This is an optimization exercise on Yosys and OpenROAD, whose aim is small area, a short achievable clock period and few clock cycles per item, not a production implementation. Function was not checked in any run shown here: the RTL went through the layout flow alone.

<file path="flow/flow/run.sh">
#!/bin/bash
# The standard layout, with the port buffers made from the smallest buffer
# (buf_1) instead of the delay buffer buffer_ports picks by default; the
# resizer still upsizes them where timing, slew or load ask for it.
set -euo pipefail
export BUFFER_PORTS_ARGS="-buffer_cell sky130_fd_sc_hd__buf_1"
bash standard.sh > standard_finish.log 2>&1
</file>
<file path="flow/standard.sh">
#!/bin/bash
# synth_recipe.tcl (not shown) runs the flow's synth.tcl, then flattens the netlist and writes it again
# the make line also repeats each setting of config.mk as NAME=value (left out here)
make -C /OpenROAD-flow-scripts/flow DESIGN_CONFIG=/design/flow/config.mk WORK_HOME=/design/flow/orfs CLKGATE_MAP_FILE= SYNTH_SCRIPT=/design/flow/synth_recipe.tcl "${@:-finish}"
</file>
<file path="flow/config.mk">
export PLATFORM = sky130hd
export DESIGN_NAME = expression_solver
export DESIGN_NICKNAME = expression_solver
export VERILOG_FILES = /design/flow/design.v
export SDC_FILE = /design/flow/constraint.sdc
export NUM_CORES = 4
export LEC_CHECK = 0
export CAP_MARGIN = 20
export CORE_MARGIN = 2
export CORE_UTILIZATION = 40
export SETUP_SLACK_MARGIN = 5
export SLEW_MARGIN = 20
export SYNTH_HIERARCHICAL = 1
export SYNTH_MINIMUM_KEEP_SIZE = 0
</file>
<file path="flow/constraint.sdc">
create_clock -name core_clock -period 11.0 [get_ports {clk}]
set_input_delay 2.2000 -clock core_clock [delete_from_list [all_inputs] [get_ports {clk}]]
set_output_delay 2.2000 -clock core_clock [all_outputs]
set_load 0.01 [all_outputs]
</file>
<file path="flow/design.v">
module fa (input a, input b, input c, output s, output co);
    assign s = a ^ b ^ c;
    assign co = (a & b) | (a & c) | (b & c);
endmodule
module ha (input a, input b, output s, output c);
    assign s = a ^ b;
    assign c = a & b;
endmodule
module expression_solver
(
    input clk,
    input rst,
    input start,
    input [7:0] X,
    input [15:0] A,
    input [15:0] B,
    input [15:0] C,
    output [15:0] result,
    output zero,
    output overflow,
    output completed
);
    reg busy;          
    reg done;          
    reg [15:0] T;
    always @(posedge clk or posedge rst)
    begin
        if (rst) begin
            busy <= 1'b0;
            done <= 1'b0;
        end else begin
            if (start) busy <= 1'b1;
            done <= busy;
        end
    end
    wire [15:0] m = busy ? T : A;
    wire [7:0] x = X;
    wire [15:0] kn = ~(busy ? C : B);
    wire pp_0_0 = ~(x[0] & m[0]);
    wire pp_0_1 = ~(x[0] & m[1]);
    wire pp_0_2 = ~(x[0] & m[2]);
    wire pp_0_3 = ~(x[0] & m[3]);
    wire pp_0_4 = ~(x[0] & m[4]);
    wire pp_0_5 = ~(x[0] & m[5]);
    wire pp_0_6 = ~(x[0] & m[6]);
    wire pp_0_7 = ~(x[0] & m[7]);
    wire pp_0_8 = ~(x[0] & m[8]);
    wire pp_0_9 = ~(x[0] & m[9]);
    wire pp_0_10 = ~(x[0] & m[10]);
    wire pp_0_11 = ~(x[0] & m[11]);
    wire pp_0_12 = ~(x[0] & m[12]);
    wire pp_0_13 = ~(x[0] & m[13]);
    wire pp_0_14 = ~(x[0] & m[14]);
    wire pp_0_15 = ~(x[0] & m[15]);
    wire pp_1_0 = ~(x[1] & m[0]);
    wire pp_1_1 = ~(x[1] & m[1]);
    wire pp_1_2 = ~(x[1] & m[2]);
    wire pp_1_3 = ~(x[1] & m[3]);
    wire pp_1_4 = ~(x[1] & m[4]);
    wire pp_1_5 = ~(x[1] & m[5]);
    wire pp_1_6 = ~(x[1] & m[6]);
    wire pp_1_7 = ~(x[1] & m[7]);
    wire pp_1_8 = ~(x[1] & m[8]);
    wire pp_1_9 = ~(x[1] & m[9]);
    wire pp_1_10 = ~(x[1] & m[10]);
    wire pp_1_11 = ~(x[1] & m[11]);
    wire pp_1_12 = ~(x[1] & m[12]);
    wire pp_1_13 = ~(x[1] & m[13]);
    wire pp_1_14 = ~(x[1] & m[14]);
    wire pp_2_0 = ~(x[2] & m[0]);
    wire pp_2_1 = ~(x[2] & m[1]);
    wire pp_2_2 = ~(x[2] & m[2]);
    wire pp_2_3 = ~(x[2] & m[3]);
    wire pp_2_4 = ~(x[2] & m[4]);
    wire pp_2_5 = ~(x[2] & m[5]);
    wire pp_2_6 = ~(x[2] & m[6]);
    wire pp_2_7 = ~(x[2] & m[7]);
    wire pp_2_8 = ~(x[2] & m[8]);
    wire pp_2_9 = ~(x[2] & m[9]);
    wire pp_2_10 = ~(x[2] & m[10]);
    wire pp_2_11 = ~(x[2] & m[11]);
    wire pp_2_12 = ~(x[2] & m[12]);
    wire pp_2_13 = ~(x[2] & m[13]);
    wire pp_3_0 = ~(x[3] & m[0]);
    wire pp_3_1 = ~(x[3] & m[1]);
    wire pp_3_2 = ~(x[3] & m[2]);
    wire pp_3_3 = ~(x[3] & m[3]);
    wire pp_3_4 = ~(x[3] & m[4]);
    wire pp_3_5 = ~(x[3] & m[5]);
    wire pp_3_6 = ~(x[3] & m[6]);
    wire pp_3_7 = ~(x[3] & m[7]);
    wire pp_3_8 = ~(x[3] & m[8]);
    wire pp_3_9 = ~(x[3] & m[9]);
    wire pp_3_10 = ~(x[3] & m[10]);
    wire pp_3_11 = ~(x[3] & m[11]);
    wire pp_3_12 = ~(x[3] & m[12]);
    wire pp_4_0 = ~(x[4] & m[0]);
    wire pp_4_1 = ~(x[4] & m[1]);
    wire pp_4_2 = ~(x[4] & m[2]);
    wire pp_4_3 = ~(x[4] & m[3]);
    wire pp_4_4 = ~(x[4] & m[4]);
    wire pp_4_5 = ~(x[4] & m[5]);
    wire pp_4_6 = ~(x[4] & m[6]);
    wire pp_4_7 = ~(x[4] & m[7]);
    wire pp_4_8 = ~(x[4] & m[8]);
    wire pp_4_9 = ~(x[4] & m[9]);
    wire pp_4_10 = ~(x[4] & m[10]);
    wire pp_4_11 = ~(x[4] & m[11]);
    wire pp_5_0 = ~(x[5] & m[0]);
    wire pp_5_1 = ~(x[5] & m[1]);
    wire pp_5_2 = ~(x[5] & m[2]);
    wire pp_5_3 = ~(x[5] & m[3]);
    wire pp_5_4 = ~(x[5] & m[4]);
    wire pp_5_5 = ~(x[5] & m[5]);
    wire pp_5_6 = ~(x[5] & m[6]);
    wire pp_5_7 = ~(x[5] & m[7]);
    wire pp_5_8 = ~(x[5] & m[8]);
    wire pp_5_9 = ~(x[5] & m[9]);
    wire pp_5_10 = ~(x[5] & m[10]);
    wire pp_6_0 = ~(x[6] & m[0]);
    wire pp_6_1 = ~(x[6] & m[1]);
    wire pp_6_2 = ~(x[6] & m[2]);
    wire pp_6_3 = ~(x[6] & m[3]);
    wire pp_6_4 = ~(x[6] & m[4]);
    wire pp_6_5 = ~(x[6] & m[5]);
    wire pp_6_6 = ~(x[6] & m[6]);
    wire pp_6_7 = ~(x[6] & m[7]);
    wire pp_6_8 = ~(x[6] & m[8]);
    wire pp_6_9 = ~(x[6] & m[9]);
    wire pp_7_0 = ~(x[7] & m[0]);
    wire pp_7_1 = ~(x[7] & m[1]);
    wire pp_7_2 = ~(x[7] & m[2]);
    wire pp_7_3 = ~(x[7] & m[3]);
    wire pp_7_4 = ~(x[7] & m[4]);
    wire pp_7_5 = ~(x[7] & m[5]);
    wire pp_7_6 = ~(x[7] & m[6]);
    wire pp_7_7 = ~(x[7] & m[7]);
    wire pp_7_8 = ~(x[7] & m[8]);
    wire s1, c2;
    fa fa_s1 (pp_0_5, pp_1_4, pp_2_3, s1, c2);
    wire s3, c4;
    fa fa_s3 (pp_0_6, pp_1_5, pp_2_4, s3, c4);
    wire s5, c6;
    fa fa_s5 (pp_3_3, pp_4_2, pp_5_1, s5, c6);
    wire s7, c8;
    fa fa_s7 (pp_0_7, pp_1_6, pp_2_5, s7, c8);
    wire s9, c10;
    fa fa_s9 (pp_3_4, pp_4_3, pp_5_2, s9, c10);
    wire s11, c12;
    fa fa_s11 (pp_6_1, pp_7_0, kn[7], s11, c12);
    wire s13, c14;
    fa fa_s13 (pp_0_8, pp_1_7, pp_2_6, s13, c14);
    wire s15, c16;
    fa fa_s15 (pp_3_5, pp_4_4, pp_5_3, s15, c16);
    wire s17, c18;
    fa fa_s17 (pp_6_2, pp_7_1, kn[8], s17, c18);
    wire s19, c20;
    fa fa_s19 (pp_0_9, pp_1_8, pp_2_7, s19, c20);
    wire s21, c22;
    fa fa_s21 (pp_3_6, pp_4_5, pp_5_4, s21, c22);
    wire s23, c24;
    fa fa_s23 (pp_6_3, pp_7_2, kn[9], s23, c24);
    wire s25, c26;
    fa fa_s25 (pp_0_10, pp_1_9, pp_2_8, s25, c26);
    wire s27, c28;
    fa fa_s27 (pp_3_7, pp_4_6, pp_5_5, s27, c28);
    wire s29, c30;
    fa fa_s29 (pp_6_4, pp_7_3, kn[10], s29, c30);
    wire s31, c32;
    fa fa_s31 (pp_0_11, pp_1_10, pp_2_9, s31, c32);
    wire s33, c34;
    fa fa_s33 (pp_3_8, pp_4_7, pp_5_6, s33, c34);
    wire s35, c36;
    fa fa_s35 (pp_6_5, pp_7_4, kn[11], s35, c36);
    wire s37, c38;
    fa fa_s37 (pp_0_12, pp_1_11, pp_2_10, s37, c38);
    wire s39, c40;
    fa fa_s39 (pp_3_9, pp_4_8, pp_5_7, s39, c40);
    wire s41, c42;
    fa fa_s41 (pp_6_6, pp_7_5, kn[12], s41, c42);
    wire s43, c44;
    fa fa_s43 (pp_0_13, pp_1_12, pp_2_11, s43, c44);
    wire s45, c46;
    fa fa_s45 (pp_3_10, pp_4_9, pp_5_8, s45, c46);
    wire s47, c48;
    fa fa_s47 (pp_6_7, pp_7_6, kn[13], s47, c48);
    wire s49, c50;
    fa fa_s49 (pp_0_14, pp_1_13, pp_2_12, s49, c50);
    wire s51, c52;
    fa fa_s51 (pp_3_11, pp_4_10, pp_5_9, s51, c52);
    wire s53, c54;
    fa fa_s53 (pp_6_8, pp_7_7, kn[14], s53, c54);
    wire s55, c56;
    fa fa_s55 (pp_0_15, pp_1_14, pp_2_13, s55, c56);
    wire s57, c58;
    fa fa_s57 (pp_3_12, pp_4_11, pp_5_10, s57, c58);
    wire s59, c60;
    fa fa_s59 (pp_6_9, pp_7_8, kn[15], s59, c60);
    wire s61, c62;
    fa fa_s61 (pp_0_3, pp_1_2, pp_2_1, s61, c62);
    wire s63, c64;
    fa fa_s63 (pp_0_4, pp_1_3, pp_2_2, s63, c64);
    wire s65, c66;
    fa fa_s65 (pp_3_1, pp_4_0, kn[4], s65, c66);
    wire s67, c68;
    fa fa_s67 (pp_3_2, pp_4_1, pp_5_0, s67, c68);
    wire h69, c70;
    fa fa_h69 (kn[5], s1, 1'b1, h69, c70);
    wire s71, c72;
    fa fa_s71 (pp_6_0, kn[6], c2, s71, c72);
    wire h73, c74;
    fa fa_h73 (s3, s5, 1'b1, h73, c74);
    wire s75, c76;
    fa fa_s75 (c4, c6, s7, s75, c76);
    wire h77, c78;
    fa fa_h77 (s9, s11, 1'b1, h77, c78);
    wire s79, c80;
    fa fa_s79 (c10, c8, s13, s79, c80);
    wire s81, c82;
    fa fa_s81 (s15, c12, s17, s81, c82);
    wire s83, c84;
    fa fa_s83 (c14, c16, s19, s83, c84);
    wire s85, c86;
    fa fa_s85 (s21, c18, s23, s85, c86);
    wire s87, c88;
    fa fa_s87 (c20, c22, s25, s87, c88);
    wire s89, c90;
    fa fa_s89 (s27, c24, s29, s89, c90);
    wire s91, c92;
    fa fa_s91 (c26, c28, s31, s91, c92);
    wire s93, c94;
    fa fa_s93 (s33, c30, s35, s93, c94);
    wire s95, c96;
    fa fa_s95 (c32, c34, s37, s95, c96);
    wire s97, c98;
    fa fa_s97 (s39, c36, s41, s97, c98);
    wire s99, c100;
    fa fa_s99 (c38, c40, s43, s99, c100);
    wire s101, c102;
    fa fa_s101 (s45, c42, s47, s101, c102);
    wire s103, c104;
    fa fa_s103 (c44, c46, s49, s103, c104);
    wire s105, c106;
    fa fa_s105 (s51, c48, s53, s105, c106);
    wire s107, c108;
    fa fa_s107 (c50, c52, s55, s107, c108);
    wire s109, c110;
    fa fa_s109 (s57, c54, s59, s109, c110);
    wire s111, c112;
    fa fa_s111 (pp_0_2, pp_1_1, pp_2_0, s111, c112);
    wire s113, c114;
    fa fa_s113 (pp_3_0, kn[3], s61, s113, c114);
    wire s115, c116;
    fa fa_s115 (c62, s63, s65, s115, c116);
    wire s117, c118;
    fa fa_s117 (c64, s67, c66, s117, c118);
    wire s119, c120;
    fa fa_s119 (c68, c70, s71, s119, c120);
    wire s121, c122;
    fa fa_s121 (c72, c74, s75, s121, c122);
    wire s123, c124;
    fa fa_s123 (c76, s79, c78, s123, c124);
    wire s125, c126;
    fa fa_s125 (c80, s83, c82, s125, c126);
    wire s127, c128;
    fa fa_s127 (c84, s87, c86, s127, c128);
    wire s129, c130;
    fa fa_s129 (c88, s91, c90, s129, c130);
    wire s131, c132;
    fa fa_s131 (c92, s95, c94, s131, c132);
    wire s133, c134;
    fa fa_s133 (c96, s99, c98, s133, c134);
    wire s135, c136;
    fa fa_s135 (c100, s103, c102, s135, c136);
    wire s137, c138;
    fa fa_s137 (c104, s107, c106, s137, c138);
    wire s139, c140;
    fa fa_s139 (pp_0_1, pp_1_0, kn[1], s139, c140);
    wire h141, c142;
    fa fa_h141 (kn[2], s111, 1'b1, h141, c142);
    wire h143, c144;
    fa fa_h143 (c112, s113, 1'b1, h143, c144);
    wire h145, c146;
    fa fa_h145 (c114, s115, 1'b1, h145, c146);
    wire s147, c148;
    fa fa_s147 (h69, c116, s117, s147, c148);
    wire s149, c150;
    fa fa_s149 (c118, h73, s119, s149, c150);
    wire s151, c152;
    fa fa_s151 (h77, c120, s121, s151, c152);
    wire s153, c154;
    fa fa_s153 (s81, c122, s123, s153, c154);
    wire s155, c156;
    fa fa_s155 (s85, c124, s125, s155, c156);
    wire s157, c158;
    fa fa_s157 (s89, c126, s127, s157, c158);
    wire s159, c160;
    fa fa_s159 (s93, c128, s129, s159, c160);
    wire s161, c162;
    fa fa_s161 (s97, c130, s131, s161, c162);
    wire s163, c164;
    fa fa_s163 (s101, c132, s133, s163, c164);
    wire s165, c166;
    fa fa_s165 (s105, c134, s135, s165, c166);
    wire s167, c168;
    fa fa_s167 (s109, c136, s137, s167, c168);
    wire [15:0] n0 = {c166, c164, c162, c160, c158, c156, c154, c152, c150, c148, c146, c144, c142, c140, s139, pp_0_0};
    wire [15:0] n1 = {s167, s165, s163, s161, s159, s157, s155, s153, s151, s149, s147, h145, h143, h141, 1'b1, kn[0]};
    wire [15:0] p, g;
    ha ha_0 (n0[0], n1[0], p[0], g[0]);
    ha ha_1 (n0[1], n1[1], p[1], g[1]);
    ha ha_2 (n0[2], n1[2], p[2], g[2]);
    ha ha_3 (n0[3], n1[3], p[3], g[3]);
    ha ha_4 (n0[4], n1[4], p[4], g[4]);
    ha ha_5 (n0[5], n1[5], p[5], g[5]);
    ha ha_6 (n0[6], n1[6], p[6], g[6]);
    ha ha_7 (n0[7], n1[7], p[7], g[7]);
    ha ha_8 (n0[8], n1[8], p[8], g[8]);
    ha ha_9 (n0[9], n1[9], p[9], g[9]);
    ha ha_10 (n0[10], n1[10], p[10], g[10]);
    ha ha_11 (n0[11], n1[11], p[11], g[11]);
    ha ha_12 (n0[12], n1[12], p[12], g[12]);
    ha ha_13 (n0[13], n1[13], p[13], g[13]);
    ha ha_14 (n0[14], n1[14], p[14], g[14]);
    ha ha_15 (n0[15], n1[15], p[15], g[15]);
    wire [15:0] G0 = {g[15:1], g[0] | p[0]};
    wire [15:0] P0 = {p[15:1], 1'b0};
    wire [15:0] G1 = {G0[15:1] | (P0[15:1] & G0[14:0]), G0[0:0]};
    wire [15:0] P1 = {P0[15:1] & P0[14:0], P0[0:0]};
    wire [15:0] G2 = {G1[15:2] | (P1[15:2] & G1[13:0]), G1[1:0]};
    wire [15:0] P2 = {P1[15:2] & P1[13:0], P1[1:0]};
    wire [15:0] G3 = {G2[15:4] | (P2[15:4] & G2[11:0]), G2[3:0]};
    wire [15:0] P3 = {P2[15:4] & P2[11:0], P2[3:0]};
    wire [15:0] G4 = {G3[15:8] | (P3[15:8] & G3[7:0]), G3[7:0]};
    wire [15:0] P4 = {P3[15:8] & P3[7:0], P3[7:0]};
    wire [15:0] y = p ^ ~{G4[14:0], 1'b1};
    always @(posedge clk)
    begin
        if (!done) T <= y;
    end
    assign result = T;
    assign zero = ~|T;
    assign completed = done;
    assign overflow = 1'b0;
endmodule
</file>
==> results of run 1 <==
-- placed cells by master, fill, tap and decap left out, types with 5 or more instances in the layout --
cell type,n
nand2_1,113
fa_1,84
buf_1,69
edfxtp_1,16
mux2i_1,16
ha_1,14
mux2_2,13
a21oi_1,10
conb_1,8
nor2_1,7
xnor2_1,6
a21oi_2,5
o21ai_1,5
inv_1,5
xor2_1,5
-- registers in the layout, summed over array words and instances (netlist names) --
register	cells
busy	1
done	1
T	16
-- modules after synthesis (local to each module, per instance) --
| module | area [um2] | flip-flops and latches | cells | copies in the design |
|---|---|---|---|---|
| ha | 12.5 | 0 | 1 | 16 |
| expression_solver | 1930 | 18 | 266 | 1 |
| fa | 20.0 | 0 | 1 | 84 |
-- cell families (layout without fill, tap and decap cells) --
group,Yosys count,in the layout,share of synthesized area
buffers and inverters,23,85,0.0279
AND/OR/NAND/NOR,140,140,0.151
other,2,8,0.00197
multiplexers,32,32,0.0892
XOR/XNOR,11,11,0.0252
flip-flops,18,18,0.139
AO/OA/AOI/OAI,39,39,0.0692
adder cells (fa/ha/maj),101,101,0.496
-- timing repair --
| item | CTS | global route |
|---|---|---|
| endpoints found under the setup margin | 8 | 5 |
| resized for setup | 7 | 13 |
| setup buffers | 0 | 0 |
| pin swaps | 0 | 1 |
-- metrics by stage --
step	util	instances	cell area [um2]
after detailed placement	0.454	559	4200
after floorplan	-	372	3840
after CTS	0.462	563	4270
after global routing	0.468	563	4320
final	0.468	563	4320
after global placement	0.454	559	4200
-- cell type report --
type                            instances  area, um2
Multi-Input combinational cell        331       3260
Timing Repair Buffer                   76        297
Fill cell                             908       4920
Sequential cell                        18        532
Tap cell                              129        161
Clock buffer                            4       55.1
Inverter                                5       18.8
-- metal layers --
layer  global-route usage  share of wire  up-vias
met4               0.0104         0.0034        0
met5                    0              0        -
met1                0.257           0.42     1487
met2                0.339           0.53       90
met3               0.0200          0.044        6
li1                     -              -     1342
-- final timing paths --
kind	startpoint	to	cells past startpoint	slack (ns)
max	A[4]	T[15]	13	5.10
min	done	T[0]	1	0.87
max reg2reg	busy	T[15]	12	6.00
min reg2reg	done	T[0]	1	0.87
max in group asynchronous	rst	busy	2	9.12
min in group asynchronous	rst	done	2	1.76
==> results_dict.tcl, run 1 <==
set metrics [dict create \
    ios 78 \
    synthDistinctLibCells 47 \
    end_kind "flip-flop" \
    root_buffer "clkbuf_8" \
    row_count 35 \
    diodes 0 \
    dieArea_um2 10300 \
    tns_ns 0 \
    synth.most_common_cell "nand2_1" \
    setup_slack_ns 5.10 \
    fmax_mhz 170 \
    ys_async_sr_fraction 0.111 \
    wl_per_cell_um 16.1 \
    dp_hpwl_mm 7.84 \
    synthTopCellsByCount "nand2_1 (113), fa_1 (84), ha_1 (17)" \
    final_nets 595 \
    numCtsBuffers 3 \
    avgSynthCellArea_um2 10.4 \
    cts_buffer_depth 2 \
    netlist_instances 366 \
    fin_crit_ns 5.90 \
    dp_slack_ns 4.33 \
    track_usage 0.188 \
    cts_hold_buf 0 \
    worstPathRequired_ns 11.00 \
    synth_seq_cells 18 \
    die_w_um 102 \
    drv_slew 0 \
    initial_core_util 0.413 \
    cp.arrival_ns 5.90 \
    h-tree-depth 1 \
    tritoncts "done" \
    cap_violations 0 \
    netlist_area_um2 3820 \
    route.detailed.drc 0 \
    port_buffers 76 \
    setup_viol 0 \
    critPathSlowestCell "fa_1" \
    die_h_um 102 \
    clk_latency_ns 0.25 \
    finalCritPeriodShare 0.536 \
    clock_sinks 18 \
    crit_chain "buf_1 > mux2_2 > nand2_1 > fa_1 > fa_1 > fa_1 > fa_1 > ha_1 > a21oi_1 > o21ai_1 > nor2_1 > o221ai_1 > xnor2_1" \
    tightest_slew_ns 0.879 \
    place_congestion 0.858 \
    ys_seq_area_frac 0.139 \
    ys_warn_count 7 \
    dr.first_iter.drc_count 180 \
    synth_top_area_share 0.441 \
    crit_path_max_fanout 8 \
    grt_max_degree 35 \
    crit_family "adder cells" \
    grt_pass1_wl_mm 15.1 \
    hold_violations 0 \
    num_vias 2925 \
    path_clk_slew_ns 0.07 \
    routed_wl_mm 9.06 \
    grt_overflow 0 \
    crit_path_frequent_cell "fa_1" \
    path_class "in2reg" \
    grt_pass1_vias 3007 \
    finClkSkew_ns 0.00348 \
    ys.flop_type "edfxtp_1" \
    synth.largest_area_cell "fa_1" \
    path_buf_inv 1 \
    slew_headroom 0.414 \
    antenna_left 0 \
    synth.area.top_cells "fa_1 (44%), edfxtp_1 (13%), nand2_1 (11%)" \
    core-area_um2 9240 \
    status "timing/DRC/antenna clean" \
    drive_above_1_share 0.0922 \
    worstHoldPathType "reg2reg" \
    syn2layout_area_growth_pct 13.2 \
    synth_edf_count 16 \
    antenna_found_initial 0 \
    via_per_inst 5.20 \
    critPathLaunchType "primary input" \
    first_pass_iters 5 \
    grt_setup_unrepaired "true" \
    hold_ws_ns 0.870 \
    max_stage_delay_ns 0.56 \
]
==> inputs of run 2 (changes only) <==
--- a/flow/config.mk
+++ b/flow/config.mk
@@ -9,3 +9,3 @@
 export CORE_MARGIN = 2
-export CORE_UTILIZATION = 40
+export CORE_UTILIZATION = 60
 export SETUP_SLACK_MARGIN = 5
==> results_dict.tcl, run 2 <==
set metrics [dict create \
    syn2layout_area_growth_pct 12.2 \
    grt_overflow 0 \
    ys_async_sr_fraction 0.111 \
    diodes 0 \
    h-tree-depth 1 \
    ys_seq_area_frac 0.139 \
    grt_pass1_vias 3003 \
    first_pass_iters 4 \
    dieArea_um2 7010 \
    wl_per_cell_um 17.0 \
    path_buf_inv 1 \
    grt_max_degree 35 \
    place_congestion 0.889 \
    die_h_um 83.8 \
    crit_chain "buf_1 > mux2_2 > nand2_1 > fa_1 > fa_1 > fa_1 > fa_1 > ha_1 > a21oi_2 > o21ai_1 > a31oi_1 > o221ai_1 > xnor2_1" \
    synthTopCellsByCount "nand2_1 (113), fa_1 (84), ha_1 (17)" \
    critPathLaunchType "primary input" \
    finClkSkew_ns 0.00571 \
    path_clk_slew_ns 0.07 \
    via_per_inst 5.69 \
    final_nets 596 \
    row_count 29 \
    tns_ns 0 \
    crit_path_max_fanout 8 \
    netlist_instances 366 \
    routed_wl_mm 8.72 \
    place_inst 508 \
    synth_top_area_share 0.441 \
    track_usage 0.257 \
    tritoncts "done" \
    root_buffer "clkbuf_8" \
    fin_crit_ns 5.84 \
    worstPathRequired_ns 11.01 \
    cp.arrival_ns 5.86 \
    finalCritPeriodShare 0.531 \
    drv_slew 0 \
    synth.most_common_cell "nand2_1" \
    synth_edf_count 16 \
    synth_seq_cells 18 \
    cts_buffer_depth 2 \
    reg.largest.list "T x16, busy x1, done x1" \
    tightest_slew_ns 0.604 \
    ios 78 \
    drive_above_1_share 0.0966 \
    cts_setup_buffers 0 \
    crit_path_frequent_cell "fa_1" \
    synth.largest_area_cell "fa_1" \
    end_kind "flip-flop" \
    hold_ws_ns 0.752 \
    synth.area.top_cells "fa_1 (44%), edfxtp_1 (13%), nand2_1 (11%)" \
    nFillCells 508 \
    num_vias 2915 \
    crit_family "adder cells" \
    setup_viol 0 \
    largest_reg_flops 16 \
    path_class "in2reg" \
    clk_latency_ns 0.26 \
    dp_slack_ns 4.45 \
    seqCellArea_um2 531 \
    setup_slack_ns 5.16 \
    max_stage_delay_ns 0.53 \
    clock_sinks 18 \
    layout_commonest_cell "nand2_1" \
    grt_setup_unrepaired "false" \
    multi_input_area_um2 3280 \
    worstHoldPathType "reg2reg" \
    status "timing/DRC/antenna clean" \
    fmax_mhz 171 \
    avgSynthCellArea_um2 10.4 \
    ys_warn_count 7 \
    critPathSlowestCell "fa_1" \
    dr.first_iter.drc_count 99 \
    regMostFlops "T" \
    slew_headroom 0.597 \
    dp_hpwl_mm 7.47 \
    grt_pass1_wl_mm 14.4 \
    antenna_left 0 \
    port_buffers 76 \
    layout_common_cells "nand2_1 (113), fa_1 (84), buf_1 (70), edfxtp_1 (16), mux2i_1 (16)" \
    core-area_um2 6240 \
    finalNonFillerCells 512 \
    numCtsBuffers 3 \
    ys.flop_type "edfxtp_1" \
    initial_core_util 0.611 \
    die_w_um 83.8 \
    netlist_area_um2 3820 \
    synthDistinctLibCells 47 \
    antenna_found_initial 0 \
    cap_violations 0 \
    route.detailed.drc 0 \
    hold_violations 0 \
]
==> run 2: cell counts after synthesis <==
No cell type changed its count.
==> run 2: cells by family (layout without fill, tap and decap cells) <==
group | after synthesis | count (layout) | share of synthesized area
adders and majority gates | 101 | 101 | 0.496
muxes | 32 | 32 | 0.0892
other | 2 | 8 | 0.00197
xor gates and xnor gates | 11 | 11 | 0.0252
and+or+nand+nor | 140 | 140 | 0.151
AOI/OAI and AO/OA | 39 | 39 | 0.0692
buffers and inverters | 23 | 86 | 0.0279
DFF | 18 | 18 | 0.139
==> run 2: worst paths after layout <==
check | start | end | slack [ns] | cells after the start
setup / recovery | A[7] | T[15] | 5.16 | 13
hold / removal | busy | done | 0.75 | 1
setup reg to reg | busy | T[15] | 6.28 | 13
hold reg to reg | busy | done | 0.75 | 1
max in group asynchronous | rst | done | 9.15 | 2
min in group asynchronous | rst | busy | 1.75 | 2
==> run 2: routing by layer <==
layer | share of wire | GRT usage | up-vias
met5 | 0 | 0 | -
met4 | 0.0089 | 0.0279 | 0
met3 | 0.044 | 0.0267 | 11
met2 | 0.54 | 0.465 | 90
met1 | 0.41 | 0.349 | 1467
li1 | - | - | 1347
==> run 2: worst register-to-register path: cells and delay by family, from the launching register on <==
family | cells | cell delay, ns
fa+ha+maj | 5 | 2.22
simple gates | 1 | 0.13
compound gates | 4 | 0.74
flops | 1 | 0.32
buf+inv | 1 | 0.43
xor+xnor | 1 | 0.14
mux | 1 | 0.50
==> run 2: per-module statistics from Yosys, one instance, submodules excluded <==
module | flops+latches | area (um2) | copies in the design | cells inside
expression_solver | 18 | 1930 | 1 | 266
fa | 0 | 20.0 | 84 | 1
ha | 0 | 12.5 | 16 | 1
==> run 2: through the flow <==
stage | util | instance area (um2)
floorplan | - | 3840
global placement | 0.663 | 4140
detailed placement | 0.663 | 4140
CTS | 0.673 | 4200
global route | 0.686 | 4280
finish | 0.686 | 4280
==> run 2: timing repair <==
item / 4_1_cts / 5_1_grt
gates resized for setup: 6 / 17
hold buffers: 0 / 0
setup endpoints to repair: 7 / 5
==> run 2: final cells by class <==
type,instances,share of cell area
repair buffers,77,0.0707
multi-input cells,331,0.766
flip-flops and latches,18,0.124
clock buffers,4,0.0129
inverters,5,0.00438
well taps,77,0.0225
==> inputs of run 3 (changes only) <==
--- a/flow/design.v
+++ b/flow/design.v
@@ -25,2 +25,3 @@
     reg [15:0] T;
+    reg Z;             
     always @(posedge clk or posedge rst)
@@ -336,9 +337,11 @@
     wire [15:0] y = p ^ ~{G4[14:0], 1'b1};
+    wire yz = ~p[0] & (&(p[15:1] ^ g[14:0]));
+    assign result = done ? T : y;
+    assign zero = done ? Z : yz;
     always @(posedge clk)
     begin
-        if (!done) T <= y;
+        T <= result;
+        Z <= zero;
     end
-    assign result = T;
-    assign zero = ~|T;
-    assign completed = done;
+    assign completed = busy;
     assign overflow = 1'b0;
--- a/flow/config.mk
+++ b/flow/config.mk
@@ -9,4 +9,4 @@
 export CORE_MARGIN = 2
-export CORE_UTILIZATION = 60
-export SETUP_SLACK_MARGIN = 5
+export CORE_UTILIZATION = 40
+export SETUP_SLACK_MARGIN = 2
 export SLEW_MARGIN = 20
==> results_dict.tcl, run 3 <==
set metrics [dict create \
    synthAdderAreaFrac 0.517 \
    dr.first_iter.drc_count 137 \
    path_clk_slew_ns 0.08 \
    wl_met1_mm 3.93 \
    netlist_area_um2 3980 \
    ys_warn_count 7 \
    synth.area.top_cells "fa_1 (42%), nand2_1 (12%), ha_1 (9.4%)" \
    route.met3.wl_um 577 \
    netlist_instances 413 \
    hold_depth 2 \
    first_pass_iters 4 \
    dieArea_um2 10800 \
    core-area_um2 9730 \
    synth.most_common_cell "nand2_1" \
    synthDistinctLibCells 44 \
    grt_pass1_vias 3493 \
    synthTopCellsByCount "nand2_1 (126), fa_1 (84), ha_1 (30)" \
    grt_pass1_wl_mm 16.7 \
    finalNonFillerCells 614 \
    setup_viol 0 \
    synth_top_family_by_area "adder cells" \
    synth_top_area_share 0.423 \
    ys_async_sr_fraction 0.105 \
    routed.top_layer "met4" \
    cts_hold_buf 0 \
    drv_slew 0 \
    cp.arrival_ns 6.48 \
    worstHoldPathType "reg2reg" \
    die_h_um 104 \
    track_usage 0.189 \
    dpl-instance-area_um2 4380 \
    drive_above_1_share 0.0644 \
    dp_slack_ns 1.97 \
    syn2layout_area_growth_pct 11.4 \
    final_nets 655 \
    grt_setup_unrepaired "false" \
    avgSynthCellArea_um2 9.62 \
    synthSimpleGateAreaFrac 0.183 \
    finalCritPeriodShare 0.789 \
    synth_seq_cells 19 \
    grt_overflow 0 \
    status "timing/DRC/antenna clean" \
    critPathLaunchType "primary input" \
    tritoncts "done" \
    path_class "in2out" \
    crit_path_max_fanout 11 \
    setup_slack_ns 2.32 \
    port_buffers 76 \
    crit-reg2reg-launch "busy" \
    synth.largest_area_cell "fa_1" \
    largest_reg_flops 16 \
    via_per_inst 5.24 \
    holdPathEnd "Z" \
    numCtsBuffers 3 \
    reg2reg_slack_ns 5.65 \
    dp_hpwl_mm 8.38 \
    cap_violations 0 \
    fin_area_um2 4430 \
    slew_headroom 0.389 \
    ys_seq_area_frac 0.0982 \
    hold_ws_ns 0.479 \
    layout_common_cells "nand2_1 (126), fa_1 (84), buf_1 (71), ha_1 (30)" \
    wl_per_cell_um 15.8 \
    antenna_left 0 \
    finalCoreUtilization 0.455 \
    end_kind "output port" \
    tightest_slew_ns 0.917 \
    route.detailed.drc 0 \
    min_from "Z" \
    reg2reg_depth 13 \
    ys.flop_type "dfxtp_1" \
    routed_wl_mm 9.69 \
    r2r-end "T[15]" \
    finClkSkew_ns 0.00329 \
    nFillCells 1017 \
    root_buffer "clkbuf_8" \
    grt_max_degree 39 \
    met2_length_mm 4.96 \
    clock_sinks 19 \
    cts_setup_buffers 0 \
    clk_latency_ns 0.26 \
    die_w_um 104 \
    ios 78 \
    place_inst 610 \
    fin_crit_ns 8.68 \
    diodes 0 \
    layout_commonest_cell "nand2_1" \
    hold_violations 0 \
    num_vias 3218 \
    tns_ns 0 \
    fmax_mhz 115 \
    row_count 36 \
    yosys-mux-area-fraction 0.0884 \
    synth_xor_area_frac 0.0242 \
    cts_buffer_depth 2 \
    antenna_found_initial 0 \
    regMostFlops "T" \
    worstPathRequired_ns 8.80 \
    h-tree-depth 1 \
    synth_edf_count 0 \
    synth_compound_area_frac 0.0658 \
    initial_core_util 0.409 \
    place_congestion 0.896 \
]
-- run 3: worst max path at each step --
stage,startpoint,end,slack (ns),cells after the start
6_report,X[5],result[15],2.32,14
5_1_grt,X[5],result[15],2.03,14
4_1_cts,X[1],result[15],2.01,14
3_5_place_dp,X[0],result[15],1.97,14
3_3_place_gp,X[0],result[15],2.15,14
2_1_floorplan,X[0],result[15],2.56,14
-- run 3: cell families after synthesis --
| logic type | count (synthesis) |
|---|---|
| AO/OA/AOI/OAI | 39 |
| XOR/XNOR | 11 |
| adder cells (fa/ha/maj) | 114 |
| buffers and inverters | 21 |
| flip-flops | 19 |
| multiplexers | 33 |
| other | 2 |
| AND/OR/NAND/NOR | 174 |
-- run 3: timing repair --
action                                  in CTS  in global routing
endpoints found under the hold margin        0                  0
endpoints found under the setup margin       1                  6
pin swaps                                    0                  0
gates resized for setup                      1                  4
-- run 3: final cells by class --
cell class	count	area, um2	share of cell area
multi-input cells	379	3520	0.795
flip-flops and latches	19	393	0.0887
clock buffers	4	45.0	0.0102
well taps	133	166	0.0376
inverters	3	11.3	0.00254
repair buffers	76	292	0.0658
-- run 3: routing by layer --
layer | GRT usage | vias to the layer above
met3 | 0.0245 | 19
li1 | - | 1501
met2 | 0.337 | 114
met5 | 0 | -
met1 | 0.245 | 1584
met4 | 0.0483 | 0
-- run 3: modules after synthesis, one instance, submodules excluded --
module             area, um2  cells inside  times used  flip-flops and latches
expression_solver       2090           313           1                      19
ha                      12.5             1          16                       0
fa                      20.0             1          84                       0
-- run 3: critical path, stage by stage --
cell,delay [ns]
buf_1,0.39
nand2_1,0.13
fa_1,0.43
fa_1,0.52
fa_1,0.55
fa_1,0.42
ha_1,0.42
ha_1,0.19
nor2_1,0.06
o21ai_0,0.31
a41oi_1,0.19
o211a_1,0.15
or3_1,0.38
buf_1,0.14

[afterwards: timing with drivers on the ports]
Ports are ideal in the flow. The routed layouts listed here were re-timed in OpenROAD. Step 1 assumes that a clkbuf_16 drives the clock port and a buf_2 every other input. Step 2 also shifts input and output timing later by t, the mid clock arrival at the registers, as if the neighbouring blocks saw the same clock. Three values: ideal, step 1, step 2; two values: the first two.
run | t (ns) | slack for setup (ns) | hold slack, ns | latest minus earliest clock arrival (ns)
run 1 | 0.272 | 5.104 / 5.102 / 4.831 | 0.870 / 0.870 / 0.870 | 0.003 / 0.003
run 2 | 0.283 | 5.155 / 5.156 / 4.873 | 0.752 / 0.752 / 0.752 | 0.005 / 0.006
run 3 | 0.287 | 2.316 / 2.292 / 2.292 | 0.479 / 0.479 / 0.479 | 0.004 / 0.004
After both steps every run listed still meets setup and hold. For run 2, which loses most, drivers alone change the setup slack by +0.001 ns; drivers and shift together by -0.282 ns.
